From an optimization exercise on the open Yosys and OpenROAD flow, aimed at small area, a short achievable clock period and few clock cycles per item; shortcuts taken in it are not production practice. Function was checked by simulation only, so behaviour that the tests miss may differ from the original.

--- flow/constraint.sdc ---
create_clock -name core_clock -period 11.0 [get_ports {clk}]
set_input_delay 2.2000 -clock core_clock [delete_from_list [all_inputs] [get_ports {clk}]]
set_output_delay 2.2000 -clock core_clock [all_outputs]
set_load 0.01 [all_outputs]
--- flow/standard.sh ---
#!/bin/bash
# synth_recipe.tcl (not shown) runs the flow's synth.tcl, then flattens the netlist and writes it again
# the make line also repeats each setting of config.mk as NAME=value (left out here)
make -C /OpenROAD-flow-scripts/flow DESIGN_CONFIG=/design/flow/config.mk WORK_HOME=/design/flow/orfs CLKGATE_MAP_FILE= SYNTH_SCRIPT=/design/flow/synth_recipe.tcl "${@:-finish}"
--- flow/config.mk ---
export PLATFORM = sky130hd
export DESIGN_NAME = fir_filter
export DESIGN_NICKNAME = fir_filter
export VERILOG_FILES = /design/flow/design.v
export SDC_FILE = /design/flow/constraint.sdc
export NUM_CORES = 4
export LEC_CHECK = 0
export CAP_MARGIN = 10
export CORE_MARGIN = 2
export CORE_UTILIZATION = 55
export CTS_CLUSTER_DIAMETER = 100
export CTS_CLUSTER_SIZE = 24
export SLEW_MARGIN = 10
--- flow/flow/run.sh ---
#!/bin/bash
# The standard layout (the standard.sh: the standard synthesis, then
# floorplan, place, CTS, route and finish), with repair_timing asked to reach
# more setup slack than the design's clock period needs. Make's output goes
# to flow_make.log; each ORFS step keeps its own log under orfs/logs/.
set -euo pipefail
bash standard.sh SETUP_SLACK_MARGIN=7.7 finish > flow_make.log 2>&1
--- flow/design.v ---
`timescale 1ns / 10ps
module flex_counter #(
    parameter SIZE = 8
) (
    input logic clk,
    input logic n_rst,
    input logic clear,
    input logic count_enable,
    input logic [SIZE-1:0] rollover_val,
    output logic [SIZE-1:0] count_out,
    output logic rollover_flag
);
    logic [SIZE-1:0] count_next;
    logic rollover_next;
    always_comb begin
        if (clear) begin
            count_next = '0;
        end else if (count_enable) begin
            if (count_out >= rollover_val) begin
                count_next = '0; count_next[0] = 1'b1;
            end else begin
                count_next = count_out + 1;
            end
        end else begin
            count_next = count_out;
        end
    end
    always_comb begin
        rollover_next = 1'b0;
        if (!clear) begin
            rollover_next = (count_next >= rollover_val);
        end
    end
    always_ff @(posedge clk or negedge n_rst) begin
        if (!n_rst) begin
            count_out <= '0;
            rollover_flag <= 1'b0;
        end else begin
            count_out <= count_next;
            rollover_flag <= rollover_next;
        end
    end
endmodule
`timescale 1ns / 10ps
module sync #(
    parameter logic RST_VAL = 1'b0
) (
    input logic clk,
    input logic n_rst,
    input logic async_in,
    output logic sync_out
);
    logic stage1;
    always_ff @( posedge clk, negedge n_rst ) begin : sync_ff
        if(!n_rst) begin
            stage1 <= RST_VAL;
            sync_out <= RST_VAL;
        end
        else begin
            stage1 <= async_in;
            sync_out <= stage1;
        end
    end
endmodule
`timescale 1ns / 10ps
module counter (
    input logic clk,
    input logic n_rst,
    input logic cnt_up,
    input logic clear,
    output logic one_k_samples
);
    logic [9:0] count_out;
    logic [9:0] unused;
    flex_counter #(.SIZE(10)) counter (
        .clk(clk),
        .n_rst(n_rst),
        .clear(clear),
        .count_enable(cnt_up),
        .rollover_val(10'd1000),
        .count_out(count_out),
        .rollover_flag(one_k_samples)
    );
    assign unused = count_out;
endmodule
`timescale 1ns / 10ps
module magnitude (
  input  logic [16:0] in,
  output logic [15:0] out
);
  logic [16:0] in_temp;
  always_comb begin
    if (in[16] == 1'b1) begin
      in_temp = (~in) + 1'b1;
    end else begin
      in_temp = in;
    end
    out = in_temp[15:0];
  end
endmodule
`timescale 1ns / 10ps
module datapath (
    input  logic        clk,
    input  logic        n_reset,
    input  logic [15:0] sample_data,
    input  logic [15:0] fir_coefficient,
    input  logic [3:0]  f_we,         
    input  logic        shift,        
    input  logic        out_we,       
    input  logic        a_use_x,      
    input  logic [1:0]  alt_a_sel,    
    input  logic [1:0]  f_sel,        
    input  logic        f_byp,        
    input  logic        st2a_neg,     
    input  logic        st2_we_a,     
    input  logic        st2_we_b,     
    input  logic        bank_clear,   
    output logic        ovf,          
    output logic [15:0] fir_out
);
    logic [15:0] f0, f1, f2, f3;
    logic [15:0] x0, x1, x2;
    logic [3:0]  fv;
    logic [2:0]  xv;
    always_ff @(posedge clk) begin
        if (f_we[0]) f0 <= fir_coefficient;
        if (f_we[1]) f1 <= fir_coefficient;
        if (f_we[2]) f2 <= fir_coefficient;
        if (f_we[3]) f3 <= fir_coefficient;
    end
    always_ff @(posedge clk) begin
        if (shift) begin
            x0 <= sample_data;
            x1 <= x0;
            x2 <= x1;
        end
    end
    always_ff @(posedge clk or negedge n_reset) begin
        if (!n_reset) begin
            fv <= '0;
            xv <= '0;
        end else begin
            fv <= fv | f_we;
            if (shift) xv <= {xv[1:0], 1'b1};
        end
    end
    logic [15:0] xalt, fpre, a_next;
    logic [17:0] fpre3;
    always_comb begin
        case (alt_a_sel)
            2'd1: xalt = x0 & {16{xv[0]}};
            2'd2: xalt = x1 & {16{xv[1]}};
            default: xalt = x2 & {16{xv[2]}};
        endcase
    end
    always_ff @(posedge clk) begin
        if (f_byp) fpre <= fir_coefficient;
        else begin
            case (f_sel)
                2'd0: fpre <= f0 & {16{fv[0]}};
                2'd1: fpre <= f1 & {16{fv[1]}};
                2'd2: fpre <= f2 & {16{fv[2]}};
                default: fpre <= f3 & {16{fv[3]}};
            endcase
        end
    end
    triple triple (.f(fpre), .f3(fpre3));
    assign a_next = a_use_x ? xalt : sample_data;
    logic [7:0]  op_s1, op_s2, op_s3;
    logic [15:0] op_f;
    logic [17:0] op_f3;
    always_ff @(posedge clk) begin
        for (int j = 0; j < 8; j++) begin
            op_s1[j] <= a_next[2*j] & ~a_next[2*j+1];
            op_s2[j] <= ~a_next[2*j] & a_next[2*j+1];
            op_s3[j] <= a_next[2*j] & a_next[2*j+1];
        end
        op_f  <= fpre;
        op_f3 <= fpre3;
    end
    logic [31:9] rs, rc;
    logic        cl;
    mul_tree tree (.s1(op_s1), .s2(op_s2), .s3(op_s3), .f(op_f), .f3(op_f3), .rs(rs), .rc(rc), .cl(cl));
    logic [31:9] ps, pc;
    logic        pcl;
    always_ff @(posedge clk) begin
        ps  <= rs;
        pc  <= rc;
        pcl <= cl;
    end
    logic [31:9] prod;
    logic [15:0] p;                    
    logic        pneg;                 
    logic        pov;                  
    assign prod = ps + pc + {22'd0, pcl};
    always_ff @(posedge clk) begin
        p    <= prod[30:15] ^ {16{st2a_neg}};
        pneg <= st2a_neg;
        pov  <= prod[31];
    end
    logic [18:0] pe;
    assign pe = {{3{pneg}}, p};
    logic [17:0] bank_a, bank_b;       
    logic        bank_ov;
    logic [19:0] sum_ax, sum_bx, acc3x;
    logic [18:0] sum_a, sum_b;
    assign sum_ax = {bank_a[17], bank_a, 1'b1} + {pe, pneg};
    assign sum_bx = {bank_b[17], bank_b, 1'b1} + {pe, pneg};
    assign acc3x  = {bank_b[17], bank_b, 1'b1} + {pe, 1'b1};
    assign sum_a = sum_ax[19:1];
    assign sum_b = sum_bx[19:1];
    always_ff @(posedge clk or negedge n_reset) begin
        if (!n_reset) begin
            bank_a <= '0;
            bank_b <= {18{1'b1}};
            bank_ov <= 1'b0;
        end else if (bank_clear) begin
            bank_a <= '0;
            bank_b <= {18{1'b1}};
            bank_ov <= 1'b0;
        end else begin
            if (st2_we_a) bank_a <= sum_a[17:0];
            if (st2_we_b) bank_b <= sum_b[17:0];
            if (st2_we_b) bank_ov <= bank_ov | pov;
        end
    end
    logic [18:0] acc2, acc3, acc3m1;
    assign acc2   = sum_a;
    assign acc3m1 = sum_b;
    assign acc3   = acc3x[19:1];
    assign ovf = pov | bank_ov
               | (!acc2[18] && (acc2[17] || acc2[16]))
               | (acc3[18] && !(acc3[17] && acc3[16]));
    always_ff @(posedge clk or negedge n_reset) begin
        if (!n_reset) fir_out <= '0;
        else if (out_we) fir_out <= acc3[18] ? ~acc3m1[15:0] : acc3[15:0];
    end
endmodule
module triple (
    input  logic [15:0] f,
    output logic [17:0] f3
);
    logic [16:0] a, b, g0, p0;
    logic [16:0] g [0:5];
    logic [16:0] p [0:5];
    assign a = {1'b0, f};
    assign b = {f, 1'b0};
    assign g0 = a & b;
    assign p0 = a ^ b;
    assign g[0] = g0;
    assign p[0] = p0;
    genvar l, i;
    generate
        for (l = 0; l < 5; l++) begin : g_lvl
            for (i = 0; i < 17; i++) begin : g_bit
                if (i >= (1 << l)) begin : g_op
                    assign g[l+1][i] = g[l][i] | (p[l][i] & g[l][i - (1 << l)]);
                    assign p[l+1][i] = p[l][i] & p[l][i - (1 << l)];
                end else begin : g_pass
                    assign g[l+1][i] = g[l][i];
                    assign p[l+1][i] = p[l][i];
                end
            end
        end
    endgenerate
    assign f3[0] = p0[0];
    assign f3[16:1] = p0[16:1] ^ g[5][15:0];
    assign f3[17] = g[5][16];
endmodule
module mul_tree (
    input  logic [7:0]  s1,    
    input  logic [7:0]  s2,    
    input  logic [7:0]  s3,    
    input  logic [15:0] f,     
    input  logic [17:0] f3,    
    output logic [31:9] rs,    
    output logic [31:9] rc,
    output logic        cl     
);
    logic pp0_0, pp0_1, pp0_2, pp0_3, pp0_4, pp0_5, pp0_6, pp0_7, pp0_8, pp0_9, pp0_10, pp0_11, pp0_12, pp0_13, pp0_14, pp0_15, pp0_16, pp0_17, pp1_0, pp1_1, pp1_2, pp1_3, pp1_4, pp1_5, pp1_6, pp1_7, pp1_8, pp1_9, pp1_10, pp1_11, pp1_12, pp1_13, pp1_14, pp1_15, pp1_16, pp1_17, pp2_0, pp2_1, pp2_2, pp2_3, pp2_4, pp2_5, pp2_6, pp2_7, pp2_8, pp2_9, pp2_10, pp2_11, pp2_12, pp2_13, pp2_14, pp2_15, pp2_16, pp2_17, pp3_0, pp3_1, pp3_2, pp3_3, pp3_4, pp3_5, pp3_6, pp3_7, pp3_8, pp3_9, pp3_10, pp3_11, pp3_12, pp3_13, pp3_14, pp3_15, pp3_16, pp3_17, pp4_0, pp4_1, pp4_2, pp4_3, pp4_4, pp4_5, pp4_6, pp4_7, pp4_8, pp4_9, pp4_10, pp4_11, pp4_12, pp4_13, pp4_14, pp4_15, pp4_16, pp4_17, pp5_0, pp5_1, pp5_2, pp5_3, pp5_4, pp5_5, pp5_6, pp5_7, pp5_8, pp5_9, pp5_10, pp5_11, pp5_12, pp5_13, pp5_14, pp5_15, pp5_16, pp5_17, pp6_0, pp6_1, pp6_2, pp6_3, pp6_4, pp6_5, pp6_6, pp6_7, pp6_8, pp6_9, pp6_10, pp6_11, pp6_12, pp6_13, pp6_14, pp6_15, pp6_16, pp6_17, pp7_0, pp7_1, pp7_2, pp7_3, pp7_4, pp7_5, pp7_6, pp7_7, pp7_8, pp7_9, pp7_10, pp7_11, pp7_12, pp7_13, pp7_14, pp7_15, pp7_16, pp7_17, hs0, hc0, fs0, fc0, fs1, fc1, hs1, hc1, fs2, fc2, fs3, fc3, fs4, fc4, fs5, fc5, fs6, fc6, fs7, fc7, fs8, fc8, hs2, hc2, fs9, fc9, hs3, hc3, fs10, fc10, hs4, hc4, hs5, hc5, fs11, fc11, fs12, fc12, hs6, hc6, fs13, fc13, fs14, fc14, fs15, fc15, fs16, fc16, fs17, fc17, fs18, fc18, fs19, fc19, fs20, fc20, fs21, fc21, fs22, fc22, fs23, fc23, fs24, fc24, fs25, fc25, fs26, fc26, fs27, fc27, fs28, fc28, fs29, fc29, fs30, fc30, fs31, fc31, fs32, fc32, fs33, fc33, fs34, fc34, fs35, fc35, fs36, fc36, fs37, fc37, hs7, hc7, fs38, fc38, hs8, hc8, hs9, hc9, fs39, fc39, fs40, fc40, fs41, fc41, fs42, fc42, fs43, fc43, fs44, fc44, fs45, fc45, fs46, fc46, fs47, fc47, fs48, fc48, fs49, fc49, fs50, fc50, fs51, fc51, fs52, fc52, fs53, fc53, fs54, fc54, fs55, fc55, fs56, fc56, fs57, fc57, fs58, fc58, hs10, hc10, hs11, hc11, fs59, fc59, fs60, fc60, fs61, fc61, fs62, fc62, fs63, fc63, fs64, fc64, fs65, fc65, fs66, fc66, fs67, fc67, fs68, fc68, fs69, fc69, fs70, fc70, fs71, fc71, fs72, fc72, fs73, fc73, fs74, fc74, fs75, fc75, fs76, fc76, fs77, fc77, fs78, fc78, fs79, fc79, fs80, fc80, fs81, fc81, fs82, fc82, hs12, hc12;
    assign pp0_0 = (s1[0] & f[0]) | (s3[0] & f3[0]);
    assign pp0_1 = (s1[0] & f[1]) | (s2[0] & f[0]) | (s3[0] & f3[1]);
    assign pp0_2 = (s1[0] & f[2]) | (s2[0] & f[1]) | (s3[0] & f3[2]);
    assign pp0_3 = (s1[0] & f[3]) | (s2[0] & f[2]) | (s3[0] & f3[3]);
    assign pp0_4 = (s1[0] & f[4]) | (s2[0] & f[3]) | (s3[0] & f3[4]);
    assign pp0_5 = (s1[0] & f[5]) | (s2[0] & f[4]) | (s3[0] & f3[5]);
    assign pp0_6 = (s1[0] & f[6]) | (s2[0] & f[5]) | (s3[0] & f3[6]);
    assign pp0_7 = (s1[0] & f[7]) | (s2[0] & f[6]) | (s3[0] & f3[7]);
    assign pp0_8 = (s1[0] & f[8]) | (s2[0] & f[7]) | (s3[0] & f3[8]);
    assign pp0_9 = (s1[0] & f[9]) | (s2[0] & f[8]) | (s3[0] & f3[9]);
    assign pp0_10 = (s1[0] & f[10]) | (s2[0] & f[9]) | (s3[0] & f3[10]);
    assign pp0_11 = (s1[0] & f[11]) | (s2[0] & f[10]) | (s3[0] & f3[11]);
    assign pp0_12 = (s1[0] & f[12]) | (s2[0] & f[11]) | (s3[0] & f3[12]);
    assign pp0_13 = (s1[0] & f[13]) | (s2[0] & f[12]) | (s3[0] & f3[13]);
    assign pp0_14 = (s1[0] & f[14]) | (s2[0] & f[13]) | (s3[0] & f3[14]);
    assign pp0_15 = (s1[0] & f[15]) | (s2[0] & f[14]) | (s3[0] & f3[15]);
    assign pp0_16 = (s2[0] & f[15]) | (s3[0] & f3[16]);
    assign pp0_17 = (s3[0] & f3[17]);
    assign pp1_0 = (s1[1] & f[0]) | (s3[1] & f3[0]);
    assign pp1_1 = (s1[1] & f[1]) | (s2[1] & f[0]) | (s3[1] & f3[1]);
    assign pp1_2 = (s1[1] & f[2]) | (s2[1] & f[1]) | (s3[1] & f3[2]);
    assign pp1_3 = (s1[1] & f[3]) | (s2[1] & f[2]) | (s3[1] & f3[3]);
    assign pp1_4 = (s1[1] & f[4]) | (s2[1] & f[3]) | (s3[1] & f3[4]);
    assign pp1_5 = (s1[1] & f[5]) | (s2[1] & f[4]) | (s3[1] & f3[5]);
    assign pp1_6 = (s1[1] & f[6]) | (s2[1] & f[5]) | (s3[1] & f3[6]);
    assign pp1_7 = (s1[1] & f[7]) | (s2[1] & f[6]) | (s3[1] & f3[7]);
    assign pp1_8 = (s1[1] & f[8]) | (s2[1] & f[7]) | (s3[1] & f3[8]);
    assign pp1_9 = (s1[1] & f[9]) | (s2[1] & f[8]) | (s3[1] & f3[9]);
    assign pp1_10 = (s1[1] & f[10]) | (s2[1] & f[9]) | (s3[1] & f3[10]);
    assign pp1_11 = (s1[1] & f[11]) | (s2[1] & f[10]) | (s3[1] & f3[11]);
    assign pp1_12 = (s1[1] & f[12]) | (s2[1] & f[11]) | (s3[1] & f3[12]);
    assign pp1_13 = (s1[1] & f[13]) | (s2[1] & f[12]) | (s3[1] & f3[13]);
    assign pp1_14 = (s1[1] & f[14]) | (s2[1] & f[13]) | (s3[1] & f3[14]);
    assign pp1_15 = (s1[1] & f[15]) | (s2[1] & f[14]) | (s3[1] & f3[15]);
    assign pp1_16 = (s2[1] & f[15]) | (s3[1] & f3[16]);
    assign pp1_17 = (s3[1] & f3[17]);
    assign pp2_0 = (s1[2] & f[0]) | (s3[2] & f3[0]);
    assign pp2_1 = (s1[2] & f[1]) | (s2[2] & f[0]) | (s3[2] & f3[1]);
    assign pp2_2 = (s1[2] & f[2]) | (s2[2] & f[1]) | (s3[2] & f3[2]);
    assign pp2_3 = (s1[2] & f[3]) | (s2[2] & f[2]) | (s3[2] & f3[3]);
    assign pp2_4 = (s1[2] & f[4]) | (s2[2] & f[3]) | (s3[2] & f3[4]);
    assign pp2_5 = (s1[2] & f[5]) | (s2[2] & f[4]) | (s3[2] & f3[5]);
    assign pp2_6 = (s1[2] & f[6]) | (s2[2] & f[5]) | (s3[2] & f3[6]);
    assign pp2_7 = (s1[2] & f[7]) | (s2[2] & f[6]) | (s3[2] & f3[7]);
    assign pp2_8 = (s1[2] & f[8]) | (s2[2] & f[7]) | (s3[2] & f3[8]);
    assign pp2_9 = (s1[2] & f[9]) | (s2[2] & f[8]) | (s3[2] & f3[9]);
    assign pp2_10 = (s1[2] & f[10]) | (s2[2] & f[9]) | (s3[2] & f3[10]);
    assign pp2_11 = (s1[2] & f[11]) | (s2[2] & f[10]) | (s3[2] & f3[11]);
    assign pp2_12 = (s1[2] & f[12]) | (s2[2] & f[11]) | (s3[2] & f3[12]);
    assign pp2_13 = (s1[2] & f[13]) | (s2[2] & f[12]) | (s3[2] & f3[13]);
    assign pp2_14 = (s1[2] & f[14]) | (s2[2] & f[13]) | (s3[2] & f3[14]);
    assign pp2_15 = (s1[2] & f[15]) | (s2[2] & f[14]) | (s3[2] & f3[15]);
    assign pp2_16 = (s2[2] & f[15]) | (s3[2] & f3[16]);
    assign pp2_17 = (s3[2] & f3[17]);
    assign pp3_0 = (s1[3] & f[0]) | (s3[3] & f3[0]);
    assign pp3_1 = (s1[3] & f[1]) | (s2[3] & f[0]) | (s3[3] & f3[1]);
    assign pp3_2 = (s1[3] & f[2]) | (s2[3] & f[1]) | (s3[3] & f3[2]);
    assign pp3_3 = (s1[3] & f[3]) | (s2[3] & f[2]) | (s3[3] & f3[3]);
    assign pp3_4 = (s1[3] & f[4]) | (s2[3] & f[3]) | (s3[3] & f3[4]);
    assign pp3_5 = (s1[3] & f[5]) | (s2[3] & f[4]) | (s3[3] & f3[5]);
    assign pp3_6 = (s1[3] & f[6]) | (s2[3] & f[5]) | (s3[3] & f3[6]);
    assign pp3_7 = (s1[3] & f[7]) | (s2[3] & f[6]) | (s3[3] & f3[7]);
    assign pp3_8 = (s1[3] & f[8]) | (s2[3] & f[7]) | (s3[3] & f3[8]);
    assign pp3_9 = (s1[3] & f[9]) | (s2[3] & f[8]) | (s3[3] & f3[9]);
    assign pp3_10 = (s1[3] & f[10]) | (s2[3] & f[9]) | (s3[3] & f3[10]);
    assign pp3_11 = (s1[3] & f[11]) | (s2[3] & f[10]) | (s3[3] & f3[11]);
    assign pp3_12 = (s1[3] & f[12]) | (s2[3] & f[11]) | (s3[3] & f3[12]);
    assign pp3_13 = (s1[3] & f[13]) | (s2[3] & f[12]) | (s3[3] & f3[13]);
    assign pp3_14 = (s1[3] & f[14]) | (s2[3] & f[13]) | (s3[3] & f3[14]);
    assign pp3_15 = (s1[3] & f[15]) | (s2[3] & f[14]) | (s3[3] & f3[15]);
    assign pp3_16 = (s2[3] & f[15]) | (s3[3] & f3[16]);
    assign pp3_17 = (s3[3] & f3[17]);
    assign pp4_0 = (s1[4] & f[0]) | (s3[4] & f3[0]);
    assign pp4_1 = (s1[4] & f[1]) | (s2[4] & f[0]) | (s3[4] & f3[1]);
    assign pp4_2 = (s1[4] & f[2]) | (s2[4] & f[1]) | (s3[4] & f3[2]);
    assign pp4_3 = (s1[4] & f[3]) | (s2[4] & f[2]) | (s3[4] & f3[3]);
    assign pp4_4 = (s1[4] & f[4]) | (s2[4] & f[3]) | (s3[4] & f3[4]);
    assign pp4_5 = (s1[4] & f[5]) | (s2[4] & f[4]) | (s3[4] & f3[5]);
    assign pp4_6 = (s1[4] & f[6]) | (s2[4] & f[5]) | (s3[4] & f3[6]);
    assign pp4_7 = (s1[4] & f[7]) | (s2[4] & f[6]) | (s3[4] & f3[7]);
    assign pp4_8 = (s1[4] & f[8]) | (s2[4] & f[7]) | (s3[4] & f3[8]);
    assign pp4_9 = (s1[4] & f[9]) | (s2[4] & f[8]) | (s3[4] & f3[9]);
    assign pp4_10 = (s1[4] & f[10]) | (s2[4] & f[9]) | (s3[4] & f3[10]);
    assign pp4_11 = (s1[4] & f[11]) | (s2[4] & f[10]) | (s3[4] & f3[11]);
    assign pp4_12 = (s1[4] & f[12]) | (s2[4] & f[11]) | (s3[4] & f3[12]);
    assign pp4_13 = (s1[4] & f[13]) | (s2[4] & f[12]) | (s3[4] & f3[13]);
    assign pp4_14 = (s1[4] & f[14]) | (s2[4] & f[13]) | (s3[4] & f3[14]);
    assign pp4_15 = (s1[4] & f[15]) | (s2[4] & f[14]) | (s3[4] & f3[15]);
    assign pp4_16 = (s2[4] & f[15]) | (s3[4] & f3[16]);
    assign pp4_17 = (s3[4] & f3[17]);
    assign pp5_0 = (s1[5] & f[0]) | (s3[5] & f3[0]);
    assign pp5_1 = (s1[5] & f[1]) | (s2[5] & f[0]) | (s3[5] & f3[1]);
    assign pp5_2 = (s1[5] & f[2]) | (s2[5] & f[1]) | (s3[5] & f3[2]);
    assign pp5_3 = (s1[5] & f[3]) | (s2[5] & f[2]) | (s3[5] & f3[3]);
    assign pp5_4 = (s1[5] & f[4]) | (s2[5] & f[3]) | (s3[5] & f3[4]);
    assign pp5_5 = (s1[5] & f[5]) | (s2[5] & f[4]) | (s3[5] & f3[5]);
    assign pp5_6 = (s1[5] & f[6]) | (s2[5] & f[5]) | (s3[5] & f3[6]);
    assign pp5_7 = (s1[5] & f[7]) | (s2[5] & f[6]) | (s3[5] & f3[7]);
    assign pp5_8 = (s1[5] & f[8]) | (s2[5] & f[7]) | (s3[5] & f3[8]);
    assign pp5_9 = (s1[5] & f[9]) | (s2[5] & f[8]) | (s3[5] & f3[9]);
    assign pp5_10 = (s1[5] & f[10]) | (s2[5] & f[9]) | (s3[5] & f3[10]);
    assign pp5_11 = (s1[5] & f[11]) | (s2[5] & f[10]) | (s3[5] & f3[11]);
    assign pp5_12 = (s1[5] & f[12]) | (s2[5] & f[11]) | (s3[5] & f3[12]);
    assign pp5_13 = (s1[5] & f[13]) | (s2[5] & f[12]) | (s3[5] & f3[13]);
    assign pp5_14 = (s1[5] & f[14]) | (s2[5] & f[13]) | (s3[5] & f3[14]);
    assign pp5_15 = (s1[5] & f[15]) | (s2[5] & f[14]) | (s3[5] & f3[15]);
    assign pp5_16 = (s2[5] & f[15]) | (s3[5] & f3[16]);
    assign pp5_17 = (s3[5] & f3[17]);
    assign pp6_0 = (s1[6] & f[0]) | (s3[6] & f3[0]);
    assign pp6_1 = (s1[6] & f[1]) | (s2[6] & f[0]) | (s3[6] & f3[1]);
    assign pp6_2 = (s1[6] & f[2]) | (s2[6] & f[1]) | (s3[6] & f3[2]);
    assign pp6_3 = (s1[6] & f[3]) | (s2[6] & f[2]) | (s3[6] & f3[3]);
    assign pp6_4 = (s1[6] & f[4]) | (s2[6] & f[3]) | (s3[6] & f3[4]);
    assign pp6_5 = (s1[6] & f[5]) | (s2[6] & f[4]) | (s3[6] & f3[5]);
    assign pp6_6 = (s1[6] & f[6]) | (s2[6] & f[5]) | (s3[6] & f3[6]);
    assign pp6_7 = (s1[6] & f[7]) | (s2[6] & f[6]) | (s3[6] & f3[7]);
    assign pp6_8 = (s1[6] & f[8]) | (s2[6] & f[7]) | (s3[6] & f3[8]);
    assign pp6_9 = (s1[6] & f[9]) | (s2[6] & f[8]) | (s3[6] & f3[9]);
    assign pp6_10 = (s1[6] & f[10]) | (s2[6] & f[9]) | (s3[6] & f3[10]);
    assign pp6_11 = (s1[6] & f[11]) | (s2[6] & f[10]) | (s3[6] & f3[11]);
    assign pp6_12 = (s1[6] & f[12]) | (s2[6] & f[11]) | (s3[6] & f3[12]);
    assign pp6_13 = (s1[6] & f[13]) | (s2[6] & f[12]) | (s3[6] & f3[13]);
    assign pp6_14 = (s1[6] & f[14]) | (s2[6] & f[13]) | (s3[6] & f3[14]);
    assign pp6_15 = (s1[6] & f[15]) | (s2[6] & f[14]) | (s3[6] & f3[15]);
    assign pp6_16 = (s2[6] & f[15]) | (s3[6] & f3[16]);
    assign pp6_17 = (s3[6] & f3[17]);
    assign pp7_0 = (s1[7] & f[0]) | (s3[7] & f3[0]);
    assign pp7_1 = (s1[7] & f[1]) | (s2[7] & f[0]) | (s3[7] & f3[1]);
    assign pp7_2 = (s1[7] & f[2]) | (s2[7] & f[1]) | (s3[7] & f3[2]);
    assign pp7_3 = (s1[7] & f[3]) | (s2[7] & f[2]) | (s3[7] & f3[3]);
    assign pp7_4 = (s1[7] & f[4]) | (s2[7] & f[3]) | (s3[7] & f3[4]);
    assign pp7_5 = (s1[7] & f[5]) | (s2[7] & f[4]) | (s3[7] & f3[5]);
    assign pp7_6 = (s1[7] & f[6]) | (s2[7] & f[5]) | (s3[7] & f3[6]);
    assign pp7_7 = (s1[7] & f[7]) | (s2[7] & f[6]) | (s3[7] & f3[7]);
    assign pp7_8 = (s1[7] & f[8]) | (s2[7] & f[7]) | (s3[7] & f3[8]);
    assign pp7_9 = (s1[7] & f[9]) | (s2[7] & f[8]) | (s3[7] & f3[9]);
    assign pp7_10 = (s1[7] & f[10]) | (s2[7] & f[9]) | (s3[7] & f3[10]);
    assign pp7_11 = (s1[7] & f[11]) | (s2[7] & f[10]) | (s3[7] & f3[11]);
    assign pp7_12 = (s1[7] & f[12]) | (s2[7] & f[11]) | (s3[7] & f3[12]);
    assign pp7_13 = (s1[7] & f[13]) | (s2[7] & f[12]) | (s3[7] & f3[13]);
    assign pp7_14 = (s1[7] & f[14]) | (s2[7] & f[13]) | (s3[7] & f3[14]);
    assign pp7_15 = (s1[7] & f[15]) | (s2[7] & f[14]) | (s3[7] & f3[15]);
    assign pp7_16 = (s2[7] & f[15]) | (s3[7] & f3[16]);
    assign pp7_17 = (s3[7] & f3[17]);
    assign hs0 = pp0_12 ^ pp1_10;
    assign hc0 = pp0_12 & pp1_10;
    assign fs0 = pp0_13 ^ pp1_11 ^ pp2_9;
    assign fc0 = (pp0_13 & pp1_11) | (pp0_13 & pp2_9) | (pp1_11 & pp2_9);
    assign fs1 = pp0_14 ^ pp1_12 ^ pp2_10;
    assign fc1 = (pp0_14 & pp1_12) | (pp0_14 & pp2_10) | (pp1_12 & pp2_10);
    assign hs1 = pp3_8 ^ pp4_6;
    assign hc1 = pp3_8 & pp4_6;
    assign fs2 = pp0_15 ^ pp1_13 ^ pp2_11;
    assign fc2 = (pp0_15 & pp1_13) | (pp0_15 & pp2_11) | (pp1_13 & pp2_11);
    assign fs3 = pp3_9 ^ pp4_7 ^ pp5_5;
    assign fc3 = (pp3_9 & pp4_7) | (pp3_9 & pp5_5) | (pp4_7 & pp5_5);
    assign fs4 = pp0_16 ^ pp1_14 ^ pp2_12;
    assign fc4 = (pp0_16 & pp1_14) | (pp0_16 & pp2_12) | (pp1_14 & pp2_12);
    assign fs5 = pp3_10 ^ pp4_8 ^ pp5_6;
    assign fc5 = (pp3_10 & pp4_8) | (pp3_10 & pp5_6) | (pp4_8 & pp5_6);
    assign fs6 = pp0_17 ^ pp1_15 ^ pp2_13;
    assign fc6 = (pp0_17 & pp1_15) | (pp0_17 & pp2_13) | (pp1_15 & pp2_13);
    assign fs7 = pp3_11 ^ pp4_9 ^ pp5_7;
    assign fc7 = (pp3_11 & pp4_9) | (pp3_11 & pp5_7) | (pp4_9 & pp5_7);
    assign fs8 = pp1_16 ^ pp2_14 ^ pp3_12;
    assign fc8 = (pp1_16 & pp2_14) | (pp1_16 & pp3_12) | (pp2_14 & pp3_12);
    assign hs2 = pp4_10 ^ pp5_8;
    assign hc2 = pp4_10 & pp5_8;
    assign fs9 = pp1_17 ^ pp2_15 ^ pp3_13;
    assign fc9 = (pp1_17 & pp2_15) | (pp1_17 & pp3_13) | (pp2_15 & pp3_13);
    assign hs3 = pp4_11 ^ pp5_9;
    assign hc3 = pp4_11 & pp5_9;
    assign fs10 = pp2_16 ^ pp3_14 ^ pp4_12;
    assign fc10 = (pp2_16 & pp3_14) | (pp2_16 & pp4_12) | (pp3_14 & pp4_12);
    assign hs4 = pp2_17 ^ pp3_15;
    assign hc4 = pp2_17 & pp3_15;
    assign hs5 = pp0_8 ^ pp1_6;
    assign hc5 = pp0_8 & pp1_6;
    assign fs11 = pp0_9 ^ pp1_7 ^ pp2_5;
    assign fc11 = (pp0_9 & pp1_7) | (pp0_9 & pp2_5) | (pp1_7 & pp2_5);
    assign fs12 = pp0_10 ^ pp1_8 ^ pp2_6;
    assign fc12 = (pp0_10 & pp1_8) | (pp0_10 & pp2_6) | (pp1_8 & pp2_6);
    assign hs6 = pp3_4 ^ pp4_2;
    assign hc6 = pp3_4 & pp4_2;
    assign fs13 = pp0_11 ^ pp1_9 ^ pp2_7;
    assign fc13 = (pp0_11 & pp1_9) | (pp0_11 & pp2_7) | (pp1_9 & pp2_7);
    assign fs14 = pp3_5 ^ pp4_3 ^ pp5_1;
    assign fc14 = (pp3_5 & pp4_3) | (pp3_5 & pp5_1) | (pp4_3 & pp5_1);
    assign fs15 = hs0 ^ pp2_8 ^ pp3_6;
    assign fc15 = (hs0 & pp2_8) | (hs0 & pp3_6) | (pp2_8 & pp3_6);
    assign fs16 = pp4_4 ^ pp5_2 ^ pp6_0;
    assign fc16 = (pp4_4 & pp5_2) | (pp4_4 & pp6_0) | (pp5_2 & pp6_0);
    assign fs17 = hc0 ^ fs0 ^ pp3_7;
    assign fc17 = (hc0 & fs0) | (hc0 & pp3_7) | (fs0 & pp3_7);
    assign fs18 = pp4_5 ^ pp5_3 ^ pp6_1;
    assign fc18 = (pp4_5 & pp5_3) | (pp4_5 & pp6_1) | (pp5_3 & pp6_1);
    assign fs19 = fc0 ^ fs1 ^ hs1;
    assign fc19 = (fc0 & fs1) | (fc0 & hs1) | (fs1 & hs1);
    assign fs20 = pp5_4 ^ pp6_2 ^ pp7_0;
    assign fc20 = (pp5_4 & pp6_2) | (pp5_4 & pp7_0) | (pp6_2 & pp7_0);
    assign fs21 = fc1 ^ hc1 ^ fs2;
    assign fc21 = (fc1 & hc1) | (fc1 & fs2) | (hc1 & fs2);
    assign fs22 = fs3 ^ pp6_3 ^ pp7_1;
    assign fc22 = (fs3 & pp6_3) | (fs3 & pp7_1) | (pp6_3 & pp7_1);
    assign fs23 = fc2 ^ fc3 ^ fs4;
    assign fc23 = (fc2 & fc3) | (fc2 & fs4) | (fc3 & fs4);
    assign fs24 = fs5 ^ pp6_4 ^ pp7_2;
    assign fc24 = (fs5 & pp6_4) | (fs5 & pp7_2) | (pp6_4 & pp7_2);
    assign fs25 = fc4 ^ fc5 ^ fs6;
    assign fc25 = (fc4 & fc5) | (fc4 & fs6) | (fc5 & fs6);
    assign fs26 = fs7 ^ pp6_5 ^ pp7_3;
    assign fc26 = (fs7 & pp6_5) | (fs7 & pp7_3) | (pp6_5 & pp7_3);
    assign fs27 = fc6 ^ fc7 ^ fs8;
    assign fc27 = (fc6 & fc7) | (fc6 & fs8) | (fc7 & fs8);
    assign fs28 = hs2 ^ pp6_6 ^ pp7_4;
    assign fc28 = (hs2 & pp6_6) | (hs2 & pp7_4) | (pp6_6 & pp7_4);
    assign fs29 = fc8 ^ hc2 ^ fs9;
    assign fc29 = (fc8 & hc2) | (fc8 & fs9) | (hc2 & fs9);
    assign fs30 = hs3 ^ pp6_7 ^ pp7_5;
    assign fc30 = (hs3 & pp6_7) | (hs3 & pp7_5) | (pp6_7 & pp7_5);
    assign fs31 = fc9 ^ hc3 ^ fs10;
    assign fc31 = (fc9 & hc3) | (fc9 & fs10) | (hc3 & fs10);
    assign fs32 = pp5_10 ^ pp6_8 ^ pp7_6;
    assign fc32 = (pp5_10 & pp6_8) | (pp5_10 & pp7_6) | (pp6_8 & pp7_6);
    assign fs33 = fc10 ^ hs4 ^ pp4_13;
    assign fc33 = (fc10 & hs4) | (fc10 & pp4_13) | (hs4 & pp4_13);
    assign fs34 = pp5_11 ^ pp6_9 ^ pp7_7;
    assign fc34 = (pp5_11 & pp6_9) | (pp5_11 & pp7_7) | (pp6_9 & pp7_7);
    assign fs35 = hc4 ^ pp3_16 ^ pp4_14;
    assign fc35 = (hc4 & pp3_16) | (hc4 & pp4_14) | (pp3_16 & pp4_14);
    assign fs36 = pp5_12 ^ pp6_10 ^ pp7_8;
    assign fc36 = (pp5_12 & pp6_10) | (pp5_12 & pp7_8) | (pp6_10 & pp7_8);
    assign fs37 = pp3_17 ^ pp4_15 ^ pp5_13;
    assign fc37 = (pp3_17 & pp4_15) | (pp3_17 & pp5_13) | (pp4_15 & pp5_13);
    assign hs7 = pp6_11 ^ pp7_9;
    assign hc7 = pp6_11 & pp7_9;
    assign fs38 = pp4_16 ^ pp5_14 ^ pp6_12;
    assign fc38 = (pp4_16 & pp5_14) | (pp4_16 & pp6_12) | (pp5_14 & pp6_12);
    assign hs8 = pp4_17 ^ pp5_15;
    assign hc8 = pp4_17 & pp5_15;
    assign hs9 = pp0_6 ^ pp1_4;
    assign hc9 = pp0_6 & pp1_4;
    assign fs39 = pp0_7 ^ pp1_5 ^ pp2_3;
    assign fc39 = (pp0_7 & pp1_5) | (pp0_7 & pp2_3) | (pp1_5 & pp2_3);
    assign fs40 = hs5 ^ pp2_4 ^ pp3_2;
    assign fc40 = (hs5 & pp2_4) | (hs5 & pp3_2) | (pp2_4 & pp3_2);
    assign fs41 = hc5 ^ fs11 ^ pp3_3;
    assign fc41 = (hc5 & fs11) | (hc5 & pp3_3) | (fs11 & pp3_3);
    assign fs42 = fc11 ^ fs12 ^ hs6;
    assign fc42 = (fc11 & fs12) | (fc11 & hs6) | (fs12 & hs6);
    assign fs43 = fc12 ^ hc6 ^ fs13;
    assign fc43 = (fc12 & hc6) | (fc12 & fs13) | (hc6 & fs13);
    assign fs44 = fc13 ^ fc14 ^ fs15;
    assign fc44 = (fc13 & fc14) | (fc13 & fs15) | (fc14 & fs15);
    assign fs45 = fc15 ^ fc16 ^ fs17;
    assign fc45 = (fc15 & fc16) | (fc15 & fs17) | (fc16 & fs17);
    assign fs46 = fc17 ^ fc18 ^ fs19;
    assign fc46 = (fc17 & fc18) | (fc17 & fs19) | (fc18 & fs19);
    assign fs47 = fc19 ^ fc20 ^ fs21;
    assign fc47 = (fc19 & fc20) | (fc19 & fs21) | (fc20 & fs21);
    assign fs48 = fc21 ^ fc22 ^ fs23;
    assign fc48 = (fc21 & fc22) | (fc21 & fs23) | (fc22 & fs23);
    assign fs49 = fc23 ^ fc24 ^ fs25;
    assign fc49 = (fc23 & fc24) | (fc23 & fs25) | (fc24 & fs25);
    assign fs50 = fc25 ^ fc26 ^ fs27;
    assign fc50 = (fc25 & fc26) | (fc25 & fs27) | (fc26 & fs27);
    assign fs51 = fc27 ^ fc28 ^ fs29;
    assign fc51 = (fc27 & fc28) | (fc27 & fs29) | (fc28 & fs29);
    assign fs52 = fc29 ^ fc30 ^ fs31;
    assign fc52 = (fc29 & fc30) | (fc29 & fs31) | (fc30 & fs31);
    assign fs53 = fc31 ^ fc32 ^ fs33;
    assign fc53 = (fc31 & fc32) | (fc31 & fs33) | (fc32 & fs33);
    assign fs54 = fc33 ^ fc34 ^ fs35;
    assign fc54 = (fc33 & fc34) | (fc33 & fs35) | (fc34 & fs35);
    assign fs55 = fc35 ^ fc36 ^ fs37;
    assign fc55 = (fc35 & fc36) | (fc35 & fs37) | (fc36 & fs37);
    assign fs56 = fc37 ^ hc7 ^ fs38;
    assign fc56 = (fc37 & hc7) | (fc37 & fs38) | (hc7 & fs38);
    assign fs57 = fc38 ^ hs8 ^ pp6_13;
    assign fc57 = (fc38 & hs8) | (fc38 & pp6_13) | (hs8 & pp6_13);
    assign fs58 = hc8 ^ pp5_16 ^ pp6_14;
    assign fc58 = (hc8 & pp5_16) | (hc8 & pp6_14) | (pp5_16 & pp6_14);
    assign hs10 = pp5_17 ^ pp6_15;
    assign hc10 = pp5_17 & pp6_15;
    assign hs11 = pp0_4 ^ pp1_2;
    assign hc11 = pp0_4 & pp1_2;
    assign fs59 = pp0_5 ^ pp1_3 ^ pp2_1;
    assign fc59 = (pp0_5 & pp1_3) | (pp0_5 & pp2_1) | (pp1_3 & pp2_1);
    assign fs60 = hs9 ^ pp2_2 ^ pp3_0;
    assign fc60 = (hs9 & pp2_2) | (hs9 & pp3_0) | (pp2_2 & pp3_0);
    assign fs61 = hc9 ^ fs39 ^ pp3_1;
    assign fc61 = (hc9 & fs39) | (hc9 & pp3_1) | (fs39 & pp3_1);
    assign fs62 = fc39 ^ fs40 ^ pp4_0;
    assign fc62 = (fc39 & fs40) | (fc39 & pp4_0) | (fs40 & pp4_0);
    assign fs63 = fc40 ^ fs41 ^ pp4_1;
    assign fc63 = (fc40 & fs41) | (fc40 & pp4_1) | (fs41 & pp4_1);
    assign fs64 = fc41 ^ fs42 ^ pp5_0;
    assign fc64 = (fc41 & fs42) | (fc41 & pp5_0) | (fs42 & pp5_0);
    assign fs65 = fc42 ^ fs43 ^ fs14;
    assign fc65 = (fc42 & fs43) | (fc42 & fs14) | (fs43 & fs14);
    assign fs66 = fc43 ^ fs44 ^ fs16;
    assign fc66 = (fc43 & fs44) | (fc43 & fs16) | (fs44 & fs16);
    assign fs67 = fc44 ^ fs45 ^ fs18;
    assign fc67 = (fc44 & fs45) | (fc44 & fs18) | (fs45 & fs18);
    assign fs68 = fc45 ^ fs46 ^ fs20;
    assign fc68 = (fc45 & fs46) | (fc45 & fs20) | (fs46 & fs20);
    assign fs69 = fc46 ^ fs47 ^ fs22;
    assign fc69 = (fc46 & fs47) | (fc46 & fs22) | (fs47 & fs22);
    assign fs70 = fc47 ^ fs48 ^ fs24;
    assign fc70 = (fc47 & fs48) | (fc47 & fs24) | (fs48 & fs24);
    assign fs71 = fc48 ^ fs49 ^ fs26;
    assign fc71 = (fc48 & fs49) | (fc48 & fs26) | (fs49 & fs26);
    assign fs72 = fc49 ^ fs50 ^ fs28;
    assign fc72 = (fc49 & fs50) | (fc49 & fs28) | (fs50 & fs28);
    assign fs73 = fc50 ^ fs51 ^ fs30;
    assign fc73 = (fc50 & fs51) | (fc50 & fs30) | (fs51 & fs30);
    assign fs74 = fc51 ^ fs52 ^ fs32;
    assign fc74 = (fc51 & fs52) | (fc51 & fs32) | (fs52 & fs32);
    assign fs75 = fc52 ^ fs53 ^ fs34;
    assign fc75 = (fc52 & fs53) | (fc52 & fs34) | (fs53 & fs34);
    assign fs76 = fc53 ^ fs54 ^ fs36;
    assign fc76 = (fc53 & fs54) | (fc53 & fs36) | (fs54 & fs36);
    assign fs77 = fc54 ^ fs55 ^ hs7;
    assign fc77 = (fc54 & fs55) | (fc54 & hs7) | (fs55 & hs7);
    assign fs78 = fc55 ^ fs56 ^ pp7_10;
    assign fc78 = (fc55 & fs56) | (fc55 & pp7_10) | (fs56 & pp7_10);
    assign fs79 = fc56 ^ fs57 ^ pp7_11;
    assign fc79 = (fc56 & fs57) | (fc56 & pp7_11) | (fs57 & pp7_11);
    assign fs80 = fc57 ^ fs58 ^ pp7_12;
    assign fc80 = (fc57 & fs58) | (fc57 & pp7_12) | (fs58 & pp7_12);
    assign fs81 = fc58 ^ hs10 ^ pp7_13;
    assign fc81 = (fc58 & hs10) | (fc58 & pp7_13) | (hs10 & pp7_13);
    assign fs82 = hc10 ^ pp6_16 ^ pp7_14;
    assign fc82 = (hc10 & pp6_16) | (hc10 & pp7_14) | (pp6_16 & pp7_14);
    assign hs12 = pp6_17 ^ pp7_15;
    assign hc12 = pp6_17 & pp7_15;
    logic [9:0] lc;
    assign lc[0] = 1'b0;
    assign lc[1] = pp0_0 & lc[0];
    assign lc[2] = pp0_1 & lc[1];
    assign lc[3] = (pp0_2 & pp1_0) | ((pp0_2 | pp1_0) & lc[2]);
    assign lc[4] = (pp0_3 & pp1_1) | ((pp0_3 | pp1_1) & lc[3]);
    assign lc[5] = (hs11 & pp2_0) | ((hs11 | pp2_0) & lc[4]);
    assign lc[6] = (hc11 & fs59) | ((hc11 | fs59) & lc[5]);
    assign lc[7] = (fc59 & fs60) | ((fc59 | fs60) & lc[6]);
    assign lc[8] = (fc60 & fs61) | ((fc60 | fs61) & lc[7]);
    assign lc[9] = (fc61 & fs62) | ((fc61 | fs62) & lc[8]);
    assign cl = lc[9];
    assign rs[9] = fc62;
    assign rc[9] = fs63;
    assign rs[10] = fc63;
    assign rc[10] = fs64;
    assign rs[11] = fc64;
    assign rc[11] = fs65;
    assign rs[12] = fc65;
    assign rc[12] = fs66;
    assign rs[13] = fc66;
    assign rc[13] = fs67;
    assign rs[14] = fc67;
    assign rc[14] = fs68;
    assign rs[15] = fc68;
    assign rc[15] = fs69;
    assign rs[16] = fc69;
    assign rc[16] = fs70;
    assign rs[17] = fc70;
    assign rc[17] = fs71;
    assign rs[18] = fc71;
    assign rc[18] = fs72;
    assign rs[19] = fc72;
    assign rc[19] = fs73;
    assign rs[20] = fc73;
    assign rc[20] = fs74;
    assign rs[21] = fc74;
    assign rc[21] = fs75;
    assign rs[22] = fc75;
    assign rc[22] = fs76;
    assign rs[23] = fc76;
    assign rc[23] = fs77;
    assign rs[24] = fc77;
    assign rc[24] = fs78;
    assign rs[25] = fc78;
    assign rc[25] = fs79;
    assign rs[26] = fc79;
    assign rc[26] = fs80;
    assign rs[27] = fc80;
    assign rc[27] = fs81;
    assign rs[28] = fc81;
    assign rc[28] = fs82;
    assign rs[29] = fc82;
    assign rc[29] = hs12;
    assign rs[30] = hc12;
    assign rc[30] = pp7_16;
    assign rs[31] = pp7_17;
    assign rc[31] = 1'b0;
endmodule
`timescale 1ns / 10ps
module controller (
    input  logic       clk,
    input  logic       n_rst,
    input  logic       dr,
    input  logic       lc,
    input  logic       ovf,
    output logic       cnt_up,
    output logic       clear,
    output logic       modwait,
    output logic       err,
    output logic [3:0] f_we,
    output logic       shift,
    output logic       out_we,
    output logic       a_use_x,
    output logic [1:0] alt_a_sel,
    output logic [1:0] f_sel,
    output logic       f_byp,
    output logic       st2a_neg,
    output logic       st2_we_a,
    output logic       st2_we_b,
    output logic       bank_clear
);
    typedef enum logic [2:0] {
        IDLE  = 3'd0,
        FAST  = 3'd1,    
        SLOW  = 3'd2,    
        LOAD  = 3'd3,    
        LWAIT = 3'd4     
    } state_t;
    typedef enum logic [3:0] {
        K_DEF = 4'd0,    
        K_L3  = 4'd2,    
        K_L2  = 4'd3,    
        K_L1  = 4'd4,    
        K_P0  = 4'd5,    
        K_B1  = 4'd6,    
        K_B2  = 4'd7,    
        K_B3  = 4'd8     
    } kind_t;
    state_t state, state_next;
    logic [1:0] k, k_next;
    logic [3:0] sc, sc_next;         
    logic slow_first;                
    logic [2:0] pw, pw_next;         
    logic fast_seen, slow_seen, seen_load;
    logic abort, slow_commit, event_samp, arm, kill;
    assign fast_seen = (state == IDLE) && dr && !lc && (pw == 3'd3);
    assign slow_seen = (state == IDLE) && dr && !lc && (pw != 3'd3);
    assign abort = (state == SLOW) && slow_first && !dr;
    assign slow_commit = (state == SLOW) && (sc == 4'd8) && !abort;
    assign event_samp = (state == FAST) || abort || slow_commit;
    assign kill = ((pw == 3'd3) && !fast_seen)
                || ((state == IDLE) && (pw != 3'd0) && (pw != 3'd3) && (dr || lc))
                || ((state == FAST) && !dr)
                || abort;
    always_comb begin
        state_next = state;
        k_next = k;
        sc_next = sc;
        seen_load = 1'b0;
        case (state)
            IDLE: begin
                if (lc) begin
                    state_next = LOAD;
                    k_next = 2'd0;
                    seen_load = 1'b1;
                end else if (dr) begin
                    if (pw == 3'd3) begin
                        state_next = FAST;
                    end else begin
                        state_next = SLOW;
                        sc_next = 4'd4;
                    end
                end
            end
            FAST: state_next = IDLE;
            SLOW: begin
                if (abort || (sc == 4'd8)) state_next = IDLE;
                else sc_next = sc + 4'd1;
            end
            LOAD: state_next = LWAIT;
            LWAIT: begin
                if (k == 2'd3) begin
                    state_next = IDLE;
                end else if (lc) begin
                    state_next = LOAD;
                    k_next = k + 2'd1;
                    seen_load = 1'b1;
                end
            end
            default: state_next = IDLE;
        endcase
    end
    assign shift  = ((state == FAST) && dr) || slow_commit;
    assign out_we = shift;
    assign cnt_up = shift;
    assign clear  = (state == LOAD) && (k == 2'd0);
    always_comb begin
        f_we = 4'd0;
        if (seen_load) f_we[k_next] = 1'b1;
        if (state == LOAD) f_we[k] = 1'b1;
    end
    assign arm = event_samp || ((state == LOAD) && (k == 2'd3));
    assign f_byp = seen_load && (k_next != 2'd0);
    always_comb begin
        pw_next = 3'd0;
        if (arm) pw_next = 3'd1;
        else if (!kill && (pw == 3'd1 || pw == 3'd2 || pw == 3'd3)) pw_next = pw + 3'd1;
    end
    logic [3:0] kind1;
    always_comb begin
        kind1 = K_DEF;
        if (f_byp) kind1 = (k_next == 2'd1) ? K_L1 : (k_next == 2'd2) ? K_L2 : K_L3;
        else if (kill) kind1 = K_DEF;
        else if (pw == 3'd1) kind1 = K_B1;
        else if (pw == 3'd2) kind1 = K_B2;
        else if (pw == 3'd3) kind1 = K_B3;
        else if ((state == SLOW) && (sc != 4'd8)) kind1 = sc + 4'd1;
    end
    logic [3:0] kind2;
    always_comb begin
        kind2 = K_DEF;
        if (slow_seen) kind2 = K_P0;
        else if (arm) kind2 = K_B1;
        else if (pw == 3'd1) kind2 = K_B2;
        else if (pw == 3'd2) kind2 = K_B3;
        else if ((state == SLOW) && !abort && (sc < 4'd7)) kind2 = sc + 4'd2;
    end
    logic a_use_x_n;
    logic [1:0] a_sel_n, op_n, f_sel_n;
    always_comb begin
        a_use_x_n = 1'b1; a_sel_n = 2'd1; op_n = 2'd0;
        case (kind1)
            K_L3: begin a_sel_n = 2'd3; op_n = 2'd3; end
            K_L2: begin a_sel_n = 2'd2; op_n = 2'd2; end
            K_L1: begin a_sel_n = 2'd1; op_n = 2'd1; end
            K_B1: begin a_sel_n = 2'd2; op_n = 2'd3; end
            K_B2: begin a_sel_n = 2'd1; op_n = 2'd2; end
            K_B3: begin a_use_x_n = 1'b0; op_n = 2'd1; end
            default: a_use_x_n = 1'b0;
        endcase
        case (kind2)
            K_B1: f_sel_n = 2'd3;
            K_B2: f_sel_n = 2'd2;
            K_B3: f_sel_n = 2'd1;
            default: f_sel_n = 2'd0;
        endcase
    end
    logic [1:0] ptag_op, tag_op, tag_st1;
    assign st2a_neg   = (tag_st1 == 2'd1) || (tag_st1 == 2'd3);
    assign bank_clear = shift || ((state == LOAD) && (k == 2'd0));
    always_ff @(posedge clk or negedge n_rst) begin
        if (!n_rst) begin
            state <= IDLE;
            k <= 2'd0;
            sc <= 4'd0;
            slow_first <= 1'b0;
            pw <= 3'd0;
            modwait <= 1'b0;
            err <= 1'b0;
            a_use_x <= 1'b0;
            alt_a_sel <= 2'd1;
            f_sel <= 2'd0;
            ptag_op <= 2'd0;
            tag_op <= 2'd0;
            tag_st1 <= 2'd0;
            st2_we_a <= 1'b0;
            st2_we_b <= 1'b0;
        end else begin
            state <= state_next;
            k <= k_next;
            sc <= sc_next;
            slow_first <= slow_seen;
            pw <= pw_next;
            modwait <= (state_next == FAST) || (state_next == SLOW) || (state_next == LOAD);
            if (state == FAST) err <= dr ? ovf : 1'b1;
            else if (abort) err <= 1'b1;
            else if (slow_commit) err <= ovf;
            else if (seen_load) err <= 1'b0;
            a_use_x <= a_use_x_n;
            alt_a_sel <= a_sel_n;
            f_sel <= f_sel_n;
            ptag_op <= op_n;
            tag_op <= kill ? 2'd0 : ptag_op;
            tag_st1 <= kill ? 2'd0 : tag_op;
            st2_we_a <= !kill && ((tag_st1 == 2'd1) || (tag_st1 == 2'd2));
            st2_we_b <= !kill && (tag_st1 != 2'd0);
        end
    end
endmodule
`timescale 1ns / 10ps
module fir_filter (
    input logic clk,
    input logic n_rst,
    input logic [15:0] sample_data,
    input logic [15:0] fir_coefficient,
    input logic load_coeff,
    input logic data_ready,
    output logic one_k_samples,
    output logic modwait,
    output logic [15:0] fir_out,
    output logic err
);
    logic cnt_up;
    logic clear;
    logic ovf;
    logic lc;
    logic dr;
    logic [3:0] f_we;
    logic shift;
    logic out_we;
    logic a_use_x;
    logic [1:0] alt_a_sel;
    logic [1:0] f_sel;
    logic f_byp;
    logic st2a_neg;
    logic st2_we_a;
    logic st2_we_b;
    logic bank_clear;
    counter counter (
        .clk(clk),
        .n_rst(n_rst),
        .cnt_up(cnt_up),
        .clear(clear),
        .one_k_samples(one_k_samples)
    );
    controller FIR_controller (
        .clk(clk),
        .n_rst(n_rst),
        .dr(dr),
        .lc(lc),
        .ovf(ovf),
        .cnt_up(cnt_up),
        .clear(clear),
        .modwait(modwait),
        .err(err),
        .f_we(f_we),
        .shift(shift),
        .out_we(out_we),
        .a_use_x(a_use_x),
        .alt_a_sel(alt_a_sel),
        .f_sel(f_sel),
        .f_byp(f_byp),
        .st2a_neg(st2a_neg),
        .st2_we_a(st2_we_a),
        .st2_we_b(st2_we_b),
        .bank_clear(bank_clear)
    );
    datapath datapath (
        .clk(clk),
        .n_reset(n_rst),
        .sample_data(sample_data),
        .fir_coefficient(fir_coefficient),
        .f_we(f_we),
        .shift(shift),
        .out_we(out_we),
        .a_use_x(a_use_x),
        .alt_a_sel(alt_a_sel),
        .f_sel(f_sel),
        .f_byp(f_byp),
        .st2a_neg(st2a_neg),
        .st2_we_a(st2_we_a),
        .st2_we_b(st2_we_b),
        .bank_clear(bank_clear),
        .ovf(ovf),
        .fir_out(fir_out)
    );
    sync sync_lc (
        .clk(clk),
        .n_rst(n_rst),
        .async_in(load_coeff),
        .sync_out(lc)
    );
    sync sync_dr (
        .clk(clk),
        .n_rst(n_rst),
        .async_in(data_ready),
        .sync_out(dr)
    );
endmodule
==> notes.md, run 1 <==
outcome = timing/DRC/antenna clean
Synth Instances = 1,881
synth top area cells = edfxtp_1, dfxtp_1, dfrtp_1, fa_1, ha_1
Routed WL per cell = 20.4 um
Setup Crit Path Kind = reg -> out
drt first pass iters = 25
unrepaired setup endpoints after global routing = yes
Hold-fix buffers, CTS = 0
first-pass GRT wire length = 78,100 um
CTS root buffer = clkbuf_16
Clk Latency, worst-skew pair = 0.54 ns
Seq cells post-synth = 352
remaining antenna violation count after routing = 0
final core utilization = 59.8%
DP Area = 0.0206 mm2
Core ar. = 0.0357 mm2
Area growth, synth to finish = 7.03%
main combinational cell family by area after synthesis = compound AO/OA/AOI/OAI gates
Max FO, Critical Path = 2
DRT Wirelength = 47,700 um
die footprint = 0.0378 mm2
Startpoint Class = flip-flop
Synth Area in Adders = 15.8%
Initial Utilization = 55.9%
share of cells above drive strength 1 = 8.22%
clock buffer depth = 3
Synth Warn # = 7
Reg area = 0.00875 mm2
pre-CTS WS = 7.35 ns
max-slew violation count = 0
DR vias/cell = 6.13
DRT iter0 DRCs = 2,122
total number of vias = 14,300
Top Ports = 55
worst slew pin tran = 1.12 ns
maximum capacitance violations = 0
Seq/Total Area, Yosys = 43.7%
Layout Nets = 2,094
Simple-Gate Fraction of Synth Area = 9.29%
routability congestion estimate = 0.912
Worst Path Arrival = 1.12 ns
HP Class = reg -> reg
CP bufs+invs = 1
area of the multi-input gates = 0.0101 mm2
slowest CP cell = dfrtp_1
Yosys cell types = 80
WP data required = 8.80 ns
gr usage total = 25.6%
GR Overflow Total = 0
dpl cells = 2,287
initial antenna violation count = 1
design area = 0.0213 mm2
Slowest Stage Delay on Critical Path = 0.42 ns
DP Wirelength = 34,800 um
clock skew = 0.0258 ns
Chip Height = 194 um
post-synth top area share = 16.9%
compound-gate portion of the synthesized area = 19.0%
Finished Layout Cells = 2,336
number of core rows = 69
Clock Pin Slew Worst Setup and Hold Paths = 0.10 ns
CTS tree = done
# fillers = 3,033
CTS Buf Count = 19
Post-synth EDFFs = 112
pin count of the biggest net entering global routing = 59
vias in the first global route = 14,400
Post-synth ARST share = 29.3%
TNS Setup = 0 ns
DRC violations left = 0
period utilization = 30.2%
fin crit period = 3.32 ns
Hold Slack = 0.370 ns
Syn Area/Cell = 10.6 um2
CP endpoint kind = output pin
Synth area leader = edfxtp_1
post-synthesis mux area share = 1.76%
final hold vios = 0
Final setup viols = 0
IO buf count = 54
Syn Std Cell Area = 0.0199 mm2
Crit path max-delay family = flip-flops
H-tree levels = 1
CP cell instances = buf_2
headroom to the max-slew limit = 25.3%
Max Fclk = 301 MHz
PnR worst setup slack = 7.68 ns
Die Wd = 194 um
top_reg_cell synth = dfxtp_1
Synth Area in XOR/XNOR = 4.53%
Synth Net Count = 2,114
clock sink total = 352
metal layers:
| metal | routed length [um] | GRT usage (%) | up-vias |
|---|---|---|---|
| met1 | 20100 | 33.3 | 6977 |
| li1 | - | - | 6772 |
| met2 | 23300 | 44.4 | 479 |
| met4 | 1580 | 8.55 | 0 |
| met5 | 0 | 0 | - |
| met3 | 2710 | 3.40 | 84 |
registers in the layout (all words and copies together) (netlist names), 17 cells and up:
| name | cells |
|---|---|
| datapath.bank_a | 18 |
| datapath.bank_b | 18 |
| datapath.op_f3 | 17 |
| datapath.pc | 22 |
| datapath.ps | 23 |
cell type report:
| cell class | count | share of cell area (%) |
|---|---|---|
| tap | 461 | 2.70 |
| multi-input combinational | 1224 | 47.2 |
| antenna | 1 | 0.0117 |
| clock inverter | 4 | 0.246 |
| clock buffer | 30 | 2.47 |
| timing repair buffer | 78 | 3.09 |
| sequential | 352 | 41.0 |
| inverter | 186 | 3.28 |
path summary, 6_finish.rpt:
check,slack [ns],end,depth (start not counted),start
max,7.68,fir_out[14],1,datapath.fir_out[14]
min,0.37,sync_dr.sync_out,0,sync_dr.stage1
max reg2reg,7.83,datapath.pc[13],6,datapath.op_f[12]
min reg2reg,0.37,sync_dr.sync_out,0,sync_dr.stage1
max in group asynchronous,8.18,datapath.bank_ov,2,n_rst
min in group asynchronous,1.71,counter.counter.count_out[2],1,n_rst
logic make-up (layout without fill, tap and decap cells):
logic type | Yosys count | in the layout
DFF | 352 | 352
adders and majority gates | 200 | 200
buffers and inverters | 305 | 298
and+or+nand+nor | 382 | 382
other | 0 | 1
AOI/OAI and AO/OA | 504 | 504
xor gates and xnor gates | 103 | 103
muxes | 35 | 35
cells in the final DEF, fill, tap and decap left out, types with 10 or more instances in the layout:
| cell type | count |
|---|---|
| inv_1 | 184 |
| nand2_1 | 135 |
| a222oi_1 | 119 |
| edfxtp_1 | 112 |
| ha_1 | 110 |
| dfxtp_1 | 108 |
| fa_1 | 87 |
| o21ai_0 | 85 |
| dfrtp_1 | 84 |
| nor2_1 | 84 |
| xnor2_1 | 70 |
| a21oi_1 | 65 |
| mux2i_1 | 34 |
| clkdlybuf4s50_1 | 34 |
| xor2_1 | 33 |
| nor2b_1 | 31 |
| dfxtp_2 | 28 |
| a21o_1 | 27 |
| o211ai_1 | 24 |
| buf_4 | 23 |
| and2_1 | 22 |
| nand3_1 | 21 |
| a22oi_1 | 21 |
| a22o_1 | 20 |
| a221oi_1 | 20 |
| dfstp_2 | 19 |
| clkbuf_16 | 19 |
| nor3_1 | 18 |
| o21ai_1 | 18 |
| buf_2 | 15 |
| o21a_1 | 14 |
| a211oi_1 | 12 |
| a31oi_1 | 12 |
| o21bai_1 | 12 |
| and3_1 | 10 |
| clkbuf_1 | 10 |
Yosys cell counts (13+ instances only):
cell	count
a21o_1	27
a21oi_1	66
a221oi_1	20
a222oi_1	119
a22o_1	20
a22oi_1	21
a31oi_1	13
and2_1	22
buf_2	13
clkbuf_1	96
dfrtp_1	84
dfstp_2	19
dfxtp_1	137
edfxtp_1	112
fa_1	87
ha_1	110
inv_1	185
mux2i_1	34
nand2_1	136
nand3_1	21
nor2_1	85
nor2b_1	31
nor3_1	18
o211ai_1	24
o21a_1	14
o21ai_0	87
o21ai_1	16
xnor2_1	70
xor2_1	33
repair_timing:
action / CTS / global route
pin swaps: 1 / 5
gates resized for setup: 76 / 36
endpoints found under the setup margin: 41 / 40
setup buffers: 7 / 7
Testbench counts, summed over its fixed seeds: cycles 32,288, samples 8,040.
==> run 2, diff against run 1 <==
--- a/flow/config.mk
+++ b/flow/config.mk
@@ -8,5 +8,5 @@
 export CAP_MARGIN = 10
 export CORE_MARGIN = 2
-export CORE_UTILIZATION = 55
+export CORE_UTILIZATION = 62
 export CTS_CLUSTER_DIAMETER = 100
 export CTS_CLUSTER_SIZE = 24
==> run 2 against run 1 <==
Synthesized cell count did not move. Sequential cell count is the same. Fmax about the same. Worst hold slack improved by 0.0077 ns. Utilization grew 7.0 points. Register-to-register slack got worse by 0.04 ns. Area after synthesis is the same. Setup slack got worse by 0.0030 ns. Via count is 1.2% higher. Highest routed layer unchanged. Critical path depth is the same. Global-route usage grew 2.2 points.
==> notes.md, run 2 <==
outcome = timing/DRC/antenna clean
clock buffer depth = 3
# fillers = 2,507
remaining antenna violation count after routing = 0
GR Overflow Total = 0
WP data required = 8.80 ns
design area = 0.0211 mm2
Syn Area/Cell = 10.6 um2
initial antenna violation count = 0
routability congestion estimate = 0.910
DR vias/cell = 6.38
post-synth top area share = 16.9%
Max Fclk = 301 MHz
number of core rows = 65
Reg area = 0.00875 mm2
Post-synth EDFFs = 112
commonest non-fill, non-tap cell in the layout = inv_1
Area growth, synth to finish = 6.10%
total number of vias = 14,500
H-tree levels = 1
Largest register FFs = 23
final core utilization = 66.8%
Slowest Stage Delay on Critical Path = 0.43 ns
Clock Pin Slew Worst Setup and Hold Paths = 0.09 ns
Seq/Total Area, Yosys = 43.7%
Synth Net Count = 2,114
Layout Nets = 2,089
Yosys cell types = 80
top_reg_cell synth = dfxtp_1
Top reg by flops = datapath.ps
period utilization = 30.2%
min-delay src = sync_lc.stage1
Largest regs = datapath.ps (23), datapath.pc (22)
area of the multi-input gates = 0.0101 mm2
leading cell types in the layout, fill and taps excluded = inv_1, nand2_1, a222oi_1, edfxtp_1, ha_1
most common cell in the synthesized netlist = inv_1
DRT Wirelength = 46,300 um
Post-synth ARST share = 29.3%
RR Startpoint = datapath.op_f[11]
DRT iter0 DRCs = 2,413
clock skew = 0.0251 ns
HP Class = reg -> reg
DRC violations left = 0
dpl cells = 2,229
Chip Height = 183 um
Setup Crit Path Kind = reg -> out
CTS root buffer = clkbuf_16
Final setup viols = 0
Synth Instances = 1,881
drt first pass iters = 19
Max FO, Critical Path = 2
Hold-fix buffers, CTS = 0
fin crit period = 3.32 ns
share of cells above drive strength 1 = 7.76%
Seq cells post-synth = 352
Startpoint Class = flip-flop
maximum capacitance violations = 0
Syn Std Cell Area = 0.0199 mm2
Routed WL per cell = 20.4 um
headroom to the max-slew limit = 30.5%
vias in the first global route = 14,300
Initial Utilization = 63.0%
synth top area cells = edfxtp_1, dfxtp_1, dfrtp_1, fa_1, ha_1
Reg2Reg Setup Slack = 7.79 ns
Die Wd = 183 um
top cells by count, synth = inv_1, dfxtp_1, nand2_1
FF-to-FF path depth = 6
gr usage total = 27.8%
IO buf count = 54
DP Wirelength = 33,800 um
CTS tree = done
final hold vios = 0
Core ar. = 0.0316 mm2
Synth Warn # = 7
CP bufs+invs = 1
Finished Layout Cells = 2,270
Clk Latency, worst-skew pair = 0.53 ns
ANT cells = 0
Crit path max-delay family = flip-flops
Hold Path End = sync_lc.sync_out
Synth area leader = edfxtp_1
CP cell instances = clkbuf_2
Hold Crit Depth = 0
unrepaired setup endpoints after global routing = yes
die footprint = 0.0336 mm2
TNS Setup = 0 ns
worst slew pin tran = 1.04 ns
Reg2Reg Capture Point = datapath.pc[14]
DP Area = 0.0206 mm2
first-pass GRT wire length = 74,800 um
Top Ports = 55
clock sink total = 352
CTS Buf Count = 18
pin count of the biggest net entering global routing = 61
slowest CP cell = dfrtp_1
max-slew violation count = 0
CP endpoint kind = output pin
Worst Path Arrival = 1.12 ns
run 2: cell counts after synthesis:
No cell type changed its count.
run 2: area by class of cell:
cell class / instances / share of cell area (%)
tap: 402 / 2.38
clock buffer: 29 / 2.33
timing repair buffer: 74 / 2.89
sequential: 352 / 41.4
clock inverter: 3 / 0.136
inverter: 186 / 3.31
multi-input combinational: 1224 / 47.6
run 2: what timing repair did:
action | 4_1_cts | 5_1_grt
resized for setup | 77 | 35
buffers inserted | 5 | 4
pin swaps | 0 | 2
setup endpoints to repair | 28 | 44
run 2: routing by layer:
| layer | part of all wire [%] | GRT usage, % | wire (um) |
|---|---|---|---|
| met1 | 41 | 36.1 | 18900 |
| met2 | 48 | 48.1 | 22200 |
| met3 | 7.7 | 3.93 | 3570 |
| met4 | 3.5 | 9.54 | 1620 |
| met5 | 0 | 0 | 0 |
run 2: how the worst max path moves through the flow:
| stage | startpoint | endpoint | depth (start not counted) |
|---|---|---|---|
| floorplan | FIR_controller.k[0] | datapath.f2[0] | 7 |
| global placement | n_rst | datapath.fv[3] | 2 |
| detailed placement | n_rst | datapath.fv[3] | 2 |
| CTS | FIR_controller.err | err | 1 |
| global route | FIR_controller.err | err | 1 |
| finish | FIR_controller.err | err | 1 |
run 2: kinds of logic after synthesis:
kind of cell,Yosys count,share of synthesized area [%]
buffers and inverters,305,5.96
multiplexers,35,1.76
XOR/XNOR,103,4.53
AND/OR/NAND/NOR,382,9.29
flip-flops,352,43.7
adder cells (fa/ha/maj),200,15.8
AO/OA/AOI/OAI,504,19.0
run 2: metrics by stage:
stage	hold slack, ns	worst slack (ns)
after global placement	0.357	7.52
after CTS	0.380	7.56
final	0.378	7.68
after global routing	0.382	7.64
after detailed placement	0.358	7.49
after floorplan	0.331	7.77
run 2: worst register-to-register path: cells and delay by family (launching register included):
| kind | cells | cell delay (ns) |
|---|---|---|
| adders and majority gates | 4 | 2.01 |
| DFF | 1 | 0.52 |
| AOI/OAI and AO/OA | 1 | 0.50 |
| buffers and inverters | 1 | 0.07 |

[port drivers added, routing unchanged]
How much do the figures lean on ideal ports? The routed layouts below were timed once more, with nothing changed but the port constraints.
Step 1 sets driving cells, clkbuf_16 on the clock port and buf_2 on the other inputs (assumed; they add their load-dependent delay and slew).
Step 2 times the ports against the registers' clock, not the clock port: input delays grow and output delays shrink by t, the midpoint of the rising clock arrivals with the driver on.
a / b / c = ideal ports / drivers / drivers and shift; a / b = the first two.
run | shift t [ns] | slack for setup (ns) | slew at the worst register clock pin (ns) | worst slew at a driven data input, ns
run 1 | 0.587 | 7.681 / 7.627 / 7.599 | 0.10 / 0.10 | 0.07
run 2 | 0.573 | 7.678 / 7.628 / 7.615 | 0.10 / 0.10 | 0.06
After both steps every run listed still meets setup and hold. The setup slack of run 1, which loses most, moves by -0.054 ns with the drivers and by -0.082 ns with both steps. The worst setup slack also covers recovery checks on asynchronous resets.
